What follows belongs to an exercise in optimizing a design on an open flow for small area; a production flow would make more cautious choices.
Function was checked by simulation only, so behaviour that the tests miss may differ from the original.
Power and IR drop assume default switching activity.

build 32:
// dma_probe
module dma_probe (ap_clk,ap_rst_n,s_axi_control_AWVALID,s_axi_control_AWREADY,s_axi_control_AWADDR,s_axi_control_WVALID,s_axi_control_WREADY,s_axi_control_WDATA,s_axi_control_WSTRB,s_axi_control_ARVALID,s_axi_control_ARREADY,s_axi_control_ARADDR,s_axi_control_RVALID,s_axi_control_RREADY,s_axi_control_RDATA,s_axi_control_RRESP,s_axi_control_BVALID,s_axi_control_BREADY,s_axi_control_BRESP,data_num,s0_axis_tdata,s0_axis_tvalid,s0_axis_tlast,s0_axis_tkeep,s0_axis_tready,s1_axis_tdata,s1_axis_tvalid,s1_axis_tlast,s1_axis_tkeep,s1_axis_tready,s2_axis_tdata,s2_axis_tvalid,s2_axis_tlast,s2_axis_tkeep,s2_axis_tready,s3_axis_tdata,s3_axis_tvalid,s3_axis_tlast,s3_axis_tkeep,s3_axis_tready,s4_axis_tdata,s4_axis_tvalid,s4_axis_tlast,s4_axis_tkeep,s4_axis_tready,s5_axis_tdata,s5_axis_tvalid,s5_axis_tlast,s5_axis_tkeep,s5_axis_tready,s6_axis_tdata,s6_axis_tvalid,s6_axis_tlast,s6_axis_tkeep,s6_axis_tready,s7_axis_tdata,s7_axis_tvalid,s7_axis_tlast,s7_axis_tkeep,s7_axis_tready,probe_axis_tdata,probe_axis_tvalid,probe_axis_tlast,probe_axis_tkeep,probe_axis_tready,m0_axis_tdata,m0_axis_tvalid,m0_axis_tlast,m0_axis_tkeep,m0_axis_tready,m1_axis_tdata,m1_axis_tvalid,m1_axis_tlast,m1_axis_tkeep,m1_axis_tready,m2_axis_tdata,m2_axis_tvalid,m2_axis_tlast,m2_axis_tkeep,m2_axis_tready,m3_axis_tdata,m3_axis_tvalid,m3_axis_tlast,m3_axis_tkeep,m3_axis_tready,m4_axis_tdata,m4_axis_tvalid,m4_axis_tlast,m4_axis_tkeep,m4_axis_tready,m5_axis_tdata,m5_axis_tvalid,m5_axis_tlast,m5_axis_tkeep,m5_axis_tready,m6_axis_tdata,m6_axis_tvalid,m6_axis_tlast,m6_axis_tkeep,m6_axis_tready,m7_axis_tdata,m7_axis_tvalid,m7_axis_tlast,m7_axis_tkeep,m7_axis_tready);
parameter width=32;
parameter num=8;
parameter timeout=1000;
localparam C_S_AXI_CONTROL_ADDR_WIDTH=6;
localparam C_S_AXI_CONTROL_DATA_WIDTH=32;
localparam C_S_AXI_CONTROL_WSTRB_WIDTH=(32/8);
input ap_clk;
input ap_rst_n;
input s_axi_control_AWVALID;
output s_axi_control_AWREADY;
  ...
==> flow/config.mk <==
export PLATFORM = sky130hd
export DESIGN_NAME = dma_probe
export DESIGN_NICKNAME = dma_probe
export VERILOG_FILES = /design/flow/design.v
export SDC_FILE = /design/flow/constraint.sdc
export NUM_CORES = 4
export LEC_CHECK = 0
export CAP_MARGIN = 20
export CORE_AREA = 5 5 245 245
export DIE_AREA = 0 0 250 250
export SLEW_MARGIN = 20
==> flow/constraint.sdc <==
create_clock -name core_clock -period 5.0 [get_ports {ap_clk}]
set_input_delay 1.0000 -clock core_clock [delete_from_list [all_inputs] [get_ports {ap_clk}]]
set_output_delay 1.0000 -clock core_clock [all_outputs]
set_load 0.01 [all_outputs]
standard.sh (not shown) runs the stock make flow with config.mk's settings and CLKGATE_MAP_FILE= SYNTH_SCRIPT=/design/flow/synth_recipe.tcl, a recipe that flattens the netlist after the stock synthesis.
==> flow/flow/run.sh <==
#!/bin/bash
# The standard layout (standard.sh, standard synthesis unchanged) with two changes:
#  - global placement buffers every input and output port with the smallest buffer,
#    sky130_fd_sc_hd__buf_1, rather than the resizer's default pick;
#  - clock tree synthesis uses clkbuf_8 leaf clusters of at most 16 sinks within 50 um
#    and no dummy loads. The tree is still balanced for the registers it drives.
set -euo pipefail
export BUFFER_PORTS_ARGS="-buffer_cell sky130_fd_sc_hd__buf_1"
export CTS_ARGS="-sink_clustering_enable -repair_clock_nets -dont_use_dummy_load -sink_clustering_size 22 -sink_clustering_max_diameter 100 -buf_list sky130_fd_sc_hd__clkbuf_16"
bash standard.sh synth > synth.log 2>&1
bash standard.sh finish > layout.log 2>&1
Build 32: flow completed, timing, DRC and antenna clean
Inputs modified between build 32 and build 54:
-- flow/flow/run.sh --
<<< build 32, line 9
export CTS_ARGS="-sink_clustering_enable -repair_clock_nets -dont_use_dummy_load -sink_clustering_size 22 -sink_clustering_max_diameter 100 -buf_list sky130_fd_sc_hd__clkbuf_16"
>>> build 54, line 9
export CTS_ARGS="-sink_clustering_enable -repair_clock_nets -dont_use_dummy_load -sink_clustering_size 10 -sink_clustering_max_diameter 40 -buf_list {sky130_fd_sc_hd__clkbuf_4 sky130_fd_sc_hd__clkbuf_8}"
## What came out
Multi-input combinational cell count: build 54 vs build 32 identical. Compared with build 32, maximum frequency in build 54 decreased by a few percent. Compared with build 32, build 54 shows a higher share of final layout cell area taken by clock buffers and inverters. On required time of the critical path, build 54 and build 32 are basically level. | clock network fraction of design power | higher: build 54 |. Power on build 54 is behind build 32.
Inputs modified between build 54 and build 95:
- CAP_MARGIN now 0, was 20
- SLEW_MARGIN now 0, was 20
-- flow/flow/run.sh --
<<< build 54, line 9
export CTS_ARGS="-sink_clustering_enable -repair_clock_nets -dont_use_dummy_load -sink_clustering_size 10 -sink_clustering_max_diameter 40 -buf_list {sky130_fd_sc_hd__clkbuf_4 sky130_fd_sc_hd__clkbuf_8}"
>>> build 95, line 9
export CTS_ARGS="-sink_clustering_enable -repair_clock_nets -dont_use_dummy_load -sink_clustering_size 16 -sink_clustering_max_diameter 50 -buf_list sky130_fd_sc_hd__clkbuf_8"
--- outcome ---
- Build 54 → build 95: total net switching power decreased 5.6%; count of non-filler cells in the finished layout went down; fraction of met2 tracks used by global routing down 0.21 points; CTS H-tree depth went down 1.
- Delta (build 95 minus build 54): number of cells traversed by the worst hold path shrank by 1, part of the power in combinational logic grew by 0.7 points, fmax grew by 2.4%.
- Build 54 has lower final critical-path setup slack than build 95.
- Share of the clock period used by the worst path (build 95 over build 54): decrease, 1.5 points
- STATUS worst clock skew: build 95 loses against build 54
- Build 95 has completed all stages; timing, DRC and antenna checks passed.
--- input diff build 95..build 60 ---
- GPL_TIMING_DRIVEN newly set to 0
- SLEW_MARGIN changed from 0 to 20
- CAP_MARGIN changed from 0 to 20
==> run summary <==
- Of build 60 and build 95, the run reporting the higher fraction of standard cell area in multi-input logic was build 95.
- For count of antenna diodes in the layout, dividing the value from build 60 by the value from build 95 gives 1.3.
- Looking only at count of routing violations after the opening detailed-route iteration, and setting everything else aside, the higher value of build 60 and build 95 goes to build 60.
- Compared with build 95, count of vias placed by the detailed router in build 60 increased by a few percent.

---

## v28
dma_probe, a different RTL version from the one above (not shown whole).
For scale: about 1000 cells after synthesis, ~780 I/O pins.
==> flow/config.mk <==
export PLATFORM = sky130hd
export DESIGN_NAME = dma_probe
export DESIGN_NICKNAME = dma_probe
export VERILOG_FILES = /design/flow/design.v
export SDC_FILE = /design/flow/constraint.sdc
export NUM_CORES = 4
export LEC_CHECK = 0
export CAP_MARGIN = 20
export CORE_AREA = 5 5 245 245
export DIE_AREA = 0 0 250 250
export PLACE_DENSITY = 0.9
export SLEW_MARGIN = 20
==> flow/constraint.sdc <==
create_clock -name core_clock -period 5.0 [get_ports {ap_clk}]
set_input_delay 1.0000 -clock core_clock [delete_from_list [all_inputs] [get_ports {ap_clk}]]
set_output_delay 1.0000 -clock core_clock [all_outputs]
set_load 0.01 [all_outputs]
==> flow/flow/run.sh <==
#!/bin/bash
# The standard layout (standard.sh, standard synthesis unchanged) with two changes:
#  - global placement buffers every input and output port with the smallest buffer,
#    sky130_fd_sc_hd__buf_1, rather than the resizer's default pick;
#  - clock tree synthesis uses clkbuf_8 leaf clusters of at most 16 sinks within 80 um
#    and no dummy loads. The tree is still balanced for the registers it drives.
set -euo pipefail
export BUFFER_PORTS_ARGS="-buffer_cell sky130_fd_sc_hd__buf_1"
export CTS_ARGS="-sink_clustering_enable -repair_clock_nets -dont_use_dummy_load -sink_clustering_size 17 -sink_clustering_max_diameter 80 -buf_list sky130_fd_sc_hd__clkbuf_8"
bash standard.sh synth > synth.log 2>&1
bash standard.sh finish > layout.log 2>&1
Inputs modified between v28 and v29:
diff --git a/flow/flow/run.sh b/flow/flow/run.sh
--- a/flow/flow/run.sh
+++ b/flow/flow/run.sh
@@ -8,3 +8,3 @@
 export BUFFER_PORTS_ARGS="-buffer_cell sky130_fd_sc_hd__buf_1"
-export CTS_ARGS="-sink_clustering_enable -repair_clock_nets -dont_use_dummy_load -sink_clustering_size 17 -sink_clustering_max_diameter 80 -buf_list sky130_fd_sc_hd__clkbuf_8"
+export CTS_ARGS="-sink_clustering_enable -repair_clock_nets -dont_use_dummy_load -sink_clustering_size 16 -sink_clustering_max_diameter 90 -buf_list sky130_fd_sc_hd__clkbuf_8"
 bash standard.sh synth > synth.log 2>&1
- Going from v28 to v29, transition at the pin with the smallest max-transition slack went down by 0.017 ns, number of antenna violations at the first check in global routing saw an increase, count of plain and timing-repair buffers in the layout was more or less identical.
- Looking at v29 and v28, the clock power is a wash.
- Global-route usage across v29 and v28: no real change.
- [compare] base=v28 new=v29: headroom to the max-slew limit has increased; sequential fraction of total cell area has remained practically unchanged; total placed instance area has remained practically unchanged.
- On wire length, v29 and v28 are neck and neck.
- In the metrics for v29 and v28, the one carrying the higher via count is v28.

---

RTL: one of the versions met above, not the one the previous note started from.
Size in the first run: ~430 flip-flops, about 780 I/O pins, about 0.013 mm2 of cells after synthesis.
clock: 5.0 ns
lec_check: 0
cap_margin: 20
core_area: 5 5 245 245
die_area: 0 0 250 250
place_density: 0.9
slew_margin: 20
==> flow/flow/run.sh <==
#!/bin/bash
# The standard layout (standard.sh, standard synthesis unchanged) with two changes:
#  - global placement buffers every input and output port with the smallest buffer,
#    sky130_fd_sc_hd__buf_1, rather than the resizer's default pick;
#  - clock tree synthesis uses clkbuf_8 leaf clusters of at most 16 sinks within 50 um
#    and no dummy loads. The tree is still balanced for the registers it drives.
set -euo pipefail
export BUFFER_PORTS_ARGS="-buffer_cell sky130_fd_sc_hd__buf_1"
export CTS_ARGS="-sink_clustering_enable -repair_clock_nets -dont_use_dummy_load -sink_clustering_size 16 -sink_clustering_max_diameter 50 -buf_list sky130_fd_sc_hd__clkbuf_8"
bash standard.sh synth > synth.log 2>&1
bash standard.sh finish > layout.log 2>&1
Rerun with:
Settings changed: PLACE_DENSITY 0.9 to default.
Result: The changed run finished with timing, DRC and antenna clean. Via count goes down by about 2%. Combinational power stays flat. Utilization barely changes. Critical path depth shrinks by 4. Design area is about the same. Sequential share of layout area climbs by 0.14 points.

---

dma_probe again, from the RTL that the note above started with.
// dma_probe
module dma_probe (ap_clk,ap_rst_n,s_axi_control_AWVALID,s_axi_control_AWREADY,s_axi_control_AWADDR,s_axi_control_WVALID,s_axi_control_WREADY,s_axi_control_WDATA,s_axi_control_WSTRB,s_axi_control_ARVALID,s_axi_control_ARREADY,s_axi_control_ARADDR,s_axi_control_RVALID,s_axi_control_RREADY,s_axi_control_RDATA,s_axi_control_RRESP,s_axi_control_BVALID,s_axi_control_BREADY,s_axi_control_BRESP,data_num,s0_axis_tdata,s0_axis_tvalid,s0_axis_tlast,s0_axis_tkeep,s0_axis_tready,s1_axis_tdata,s1_axis_tvalid,s1_axis_tlast,s1_axis_tkeep,s1_axis_tready,s2_axis_tdata,s2_axis_tvalid,s2_axis_tlast,s2_axis_tkeep,s2_axis_tready,s3_axis_tdata,s3_axis_tvalid,s3_axis_tlast,s3_axis_tkeep,s3_axis_tready,s4_axis_tdata,s4_axis_tvalid,s4_axis_tlast,s4_axis_tkeep,s4_axis_tready,s5_axis_tdata,s5_axis_tvalid,s5_axis_tlast,s5_axis_tkeep,s5_axis_tready,s6_axis_tdata,s6_axis_tvalid,s6_axis_tlast,s6_axis_tkeep,s6_axis_tready,s7_axis_tdata,s7_axis_tvalid,s7_axis_tlast,s7_axis_tkeep,s7_axis_tready,probe_axis_tdata,probe_axis_tvalid,probe_axis_tlast,probe_axis_tkeep,probe_axis_tready,m0_axis_tdata,m0_axis_tvalid,m0_axis_tlast,m0_axis_tkeep,m0_axis_tready,m1_axis_tdata,m1_axis_tvalid,m1_axis_tlast,m1_axis_tkeep,m1_axis_tready,m2_axis_tdata,m2_axis_tvalid,m2_axis_tlast,m2_axis_tkeep,m2_axis_tready,m3_axis_tdata,m3_axis_tvalid,m3_axis_tlast,m3_axis_tkeep,m3_axis_tready,m4_axis_tdata,m4_axis_tvalid,m4_axis_tlast,m4_axis_tkeep,m4_axis_tready,m5_axis_tdata,m5_axis_tvalid,m5_axis_tlast,m5_axis_tkeep,m5_axis_tready,m6_axis_tdata,m6_axis_tvalid,m6_axis_tlast,m6_axis_tkeep,m6_axis_tready,m7_axis_tdata,m7_axis_tvalid,m7_axis_tlast,m7_axis_tkeep,m7_axis_tready);
clock: 5.0 ns
lec_check: 0
cap_margin: 20
core_area: 5 5 220 220
die_area: 0 0 225 225
slew_margin: 20
==> flow/flow/run.sh <==
#!/bin/bash
set -euo pipefail
export BUFFER_PORTS_ARGS="-buffer_cell sky130_fd_sc_hd__buf_1"
export CTS_ARGS="-sink_clustering_enable -repair_clock_nets -dont_use_dummy_load -sink_clustering_size 16 -sink_clustering_max_diameter 50 -buf_list sky130_fd_sc_hd__clkbuf_8"
bash standard.sh synth > synth.log 2>&1
bash standard.sh finish > layout.log 2>&1
Next try:
--- a/flow/config.mk
+++ b/flow/config.mk
@@ -7,5 +7,5 @@
 export LEC_CHECK = 0
 export CAP_MARGIN = 20
-export CORE_AREA = 5 5 220 220
-export DIE_AREA = 0 0 225 225
+export CORE_AREA = 5 5 155 155
+export DIE_AREA = 0 0 160 160
 export SLEW_MARGIN = 20
- With this change the flow did not get past 3_2_place_iop with PPL-0024
- synthesized cell count does not change
- area after synthesis is unchanged

---

== lane 3 ==
dma_probe again, from the RTL that the note above started with.
Settings: LEC_CHECK=0, CAP_MARGIN=20, CORE_AREA=5 5 245 245, DIE_AREA=0 0 250 250, SLEW_MARGIN=20; clock period 5.0 ns.
==> flow/flow/run.sh <==
#!/bin/bash
set -euo pipefail
export BUFFER_PORTS_ARGS="-buffer_cell sky130_fd_sc_hd__buf_1"
export CTS_ARGS="-sink_clustering_enable -repair_clock_nets -dont_use_dummy_load -sink_clustering_size 20 -sink_clustering_max_diameter 60 -buf_list sky130_fd_sc_hd__clkbuf_8"
bash standard.sh synth > synth.log 2>&1
bash standard.sh finish > layout.log 2>&1
> inputs changed (lane 3 -> lane 5)
Settings: a change of DIE_AREA from 0 0 250 250 to 0 0 180 180; a change of CORE_AREA from 5 5 245 245 to 5 5 175 175.
==> flow/flow/run.sh <==
#!/bin/bash
set -euo pipefail
export BUFFER_PORTS_ARGS="-buffer_cell sky130_fd_sc_hd__buf_1"
export CTS_ARGS="-sink_clustering_enable -repair_clock_nets -dont_use_dummy_load -sink_clustering_size 16 -sink_clustering_max_diameter 50 -buf_list sky130_fd_sc_hd__clkbuf_8"
bash standard.sh synth > synth.log 2>&1
bash standard.sh finish > layout.log 2>&1
Results
- Lane 5 | ERROR | I/O pin placement
- From lane 5 to lane 3, fraction of the mapped netlist area in simple logic gates did not move at all.
- Lane 5 against lane 3: fraction of registers with async set or reset after synthesis now sits at about the same level, synthesized cell count now sits at about the same level, fraction of synthesized cell area in xor and xnor cells now sits at about the same level, effective utilization at floorplan now sits higher.
- | number of standard-cell rows in the floorplan | lane 5 vs lane 3 | 26 lower |
- Lane 5 against lane 3: average instance area after synthesis ~0 delta, area fraction in compound gates after synthesis ~0 delta, synthesized area ~0 delta.
- Compared with lane 3, in lane 5 vertical die dimension shows a reduction of about 28%, width of the die shows a reduction of 28%.

---

## red
dma_probe, a different RTL version from the one above (not shown whole).
Size: about 1000 cells after synthesis, roughly 430 flip-flops, roughly 780 I/O pins, roughly 13000 um^2 of cells after synthesis.
Settings: LEC_CHECK=0, CAP_MARGIN=20, CORE_AREA=5 5 245 245, DIE_AREA=0 0 250 250, PLACE_DENSITY=0.9, SLEW_MARGIN=20; clock period 5.0 ns.
==> flow/flow/run.sh <==
#!/bin/bash
# The standard layout (standard.sh, standard synthesis unchanged) with two changes:
#  - global placement buffers every input and output port with the smallest buffer,
#    sky130_fd_sc_hd__buf_1, rather than the resizer's default pick;
#  - clock tree synthesis uses clkbuf_8 leaf clusters of at most 16 sinks within 80 um
#    and no dummy loads. The tree is still balanced for the registers it drives.
set -euo pipefail
export BUFFER_PORTS_ARGS="-buffer_cell sky130_fd_sc_hd__buf_1"
export CTS_ARGS="-sink_clustering_enable -repair_clock_nets -dont_use_dummy_load -sink_clustering_size 24 -sink_clustering_max_diameter 90 -buf_list sky130_fd_sc_hd__clkbuf_16"
bash standard.sh synth > synth.log 2>&1
bash standard.sh finish > layout.log 2>&1
red ended with every stage complete and zero timing, DRC or antenna violations.
Edits applied to the flow inputs when going from red to blue:
--- a/flow/flow/run.sh
+++ b/flow/flow/run.sh
@@ -9 +9 @@
-export CTS_ARGS="-sink_clustering_enable -repair_clock_nets -dont_use_dummy_load -sink_clustering_size 24 -sink_clustering_max_diameter 90 -buf_list sky130_fd_sc_hd__clkbuf_16"
+export CTS_ARGS="-sink_clustering_enable -repair_clock_nets -dont_use_dummy_load -sink_clustering_size 16 -sink_clustering_max_diameter 80 -buf_list sky130_fd_sc_hd__clkbuf_8"
Findings:
red finished all stages; the layout is clean.
blue: no failed stages, no open violations at the end
~same non-filler instance count after layout in blue and red
Relative to red, final setup slack of the worst path has increased by 0.076 ns in blue.
blue ended with less cell area than red.
Against red, power after layout in blue fell by a few percent.
Number of nets in the layout: blue > red
Going from red to blue, area growth from synthesis to final layout shrinks by 1.3 points.
Count of routing violations after the opening detailed-route iteration was lower in red than in blue.
[inputs] green vs blue
--- a/flow/flow/run.sh
+++ b/flow/flow/run.sh
@@ -9 +9 @@
-export CTS_ARGS="-sink_clustering_enable -repair_clock_nets -dont_use_dummy_load -sink_clustering_size 16 -sink_clustering_max_diameter 80 -buf_list sky130_fd_sc_hd__clkbuf_8"
+export CTS_ARGS="-sink_clustering_enable -repair_clock_nets -dont_use_dummy_load -sink_clustering_size 18 -sink_clustering_max_diameter 80 -buf_list sky130_fd_sc_hd__clkbuf_8"
--- outcome ---
Looking at power share of the sequential group, green sits 1.2 points higher than blue does. Between green and blue, worst hold slack is lower for green, blue comes in above that. Delta (green minus blue): number of H-tree levels moved down, total number of vias fell 0.95%, normalized max-slew margin went up 0.52 points, maximum VDD drop saw a decrease. Between green and blue, area of all placed cells without fillers is lower for green, blue comes in above that. The run with more setup slack is blue; green has less. blue has a lower routed metal-1 wirelength than green. Per the comparison of green with blue, sequential power saw little to no change, switching part of the total power shows an increase of 0.24 points.

separate check: timing with driven ports:
No port has a modelled driver above. Below, the same layouts with a new extraction and two added sets of constraints.
Step 1, drivers: a clkbuf_16 drives ap_clk and a buf_2 each remaining input, both assumed.
Step 2 times the ports against the registers' clock, not the clock port: input delays grow and output delays shrink by t, the midpoint of the rising clock arrivals with the driver on.
Slacks: ideal / step 1 / step 2; pairs: ideal / step 1.
| run | shift t [ns] | slack for setup (ns) | worst slew at a driven data input, ns |
|---|---|---|---|
| build 32 | 0.607 | 1.881 / 1.881 / 1.821 | 0.24 |
| build 54 | 0.655 | 1.799 / 1.799 / 1.764 | 0.23 |
| build 95 | 0.645 | 1.875 / 1.875 / 1.816 | 0.23 |
| build 60 | 0.665 | 1.356 / 1.385 / 0.720 | 0.23 |
| v28 | 0.635 | 1.587 / 1.587 / 1.587 | 0.23 |
| v29 | 0.629 | 1.551 / 1.551 / 1.551 | 0.25 |
| the first run of note 3 | 0.640 | 1.595 / 1.595 / 1.595 | 0.24 |
| the second run of note 3 | 0.645 | 1.875 / 1.875 / 1.816 | 0.23 |
| the first run of note 4 | 0.650 | 1.767 / 1.767 / 1.767 | 0.23 |
| lane 3 | 0.634 | 1.879 / 1.879 / 1.831 | 0.24 |
| red | 0.623 | 1.490 / 1.490 / 1.490 | 0.25 |
| blue | 0.629 | 1.565 / 1.565 / 1.565 | 0.25 |
| green | 0.699 | 1.560 / 1.560 / 1.560 | 0.25 |
After both steps every run listed still meets setup and hold. For build 60, which loses most, drivers alone change the setup slack by +0.029 ns; drivers and shift together by -0.636 ns.
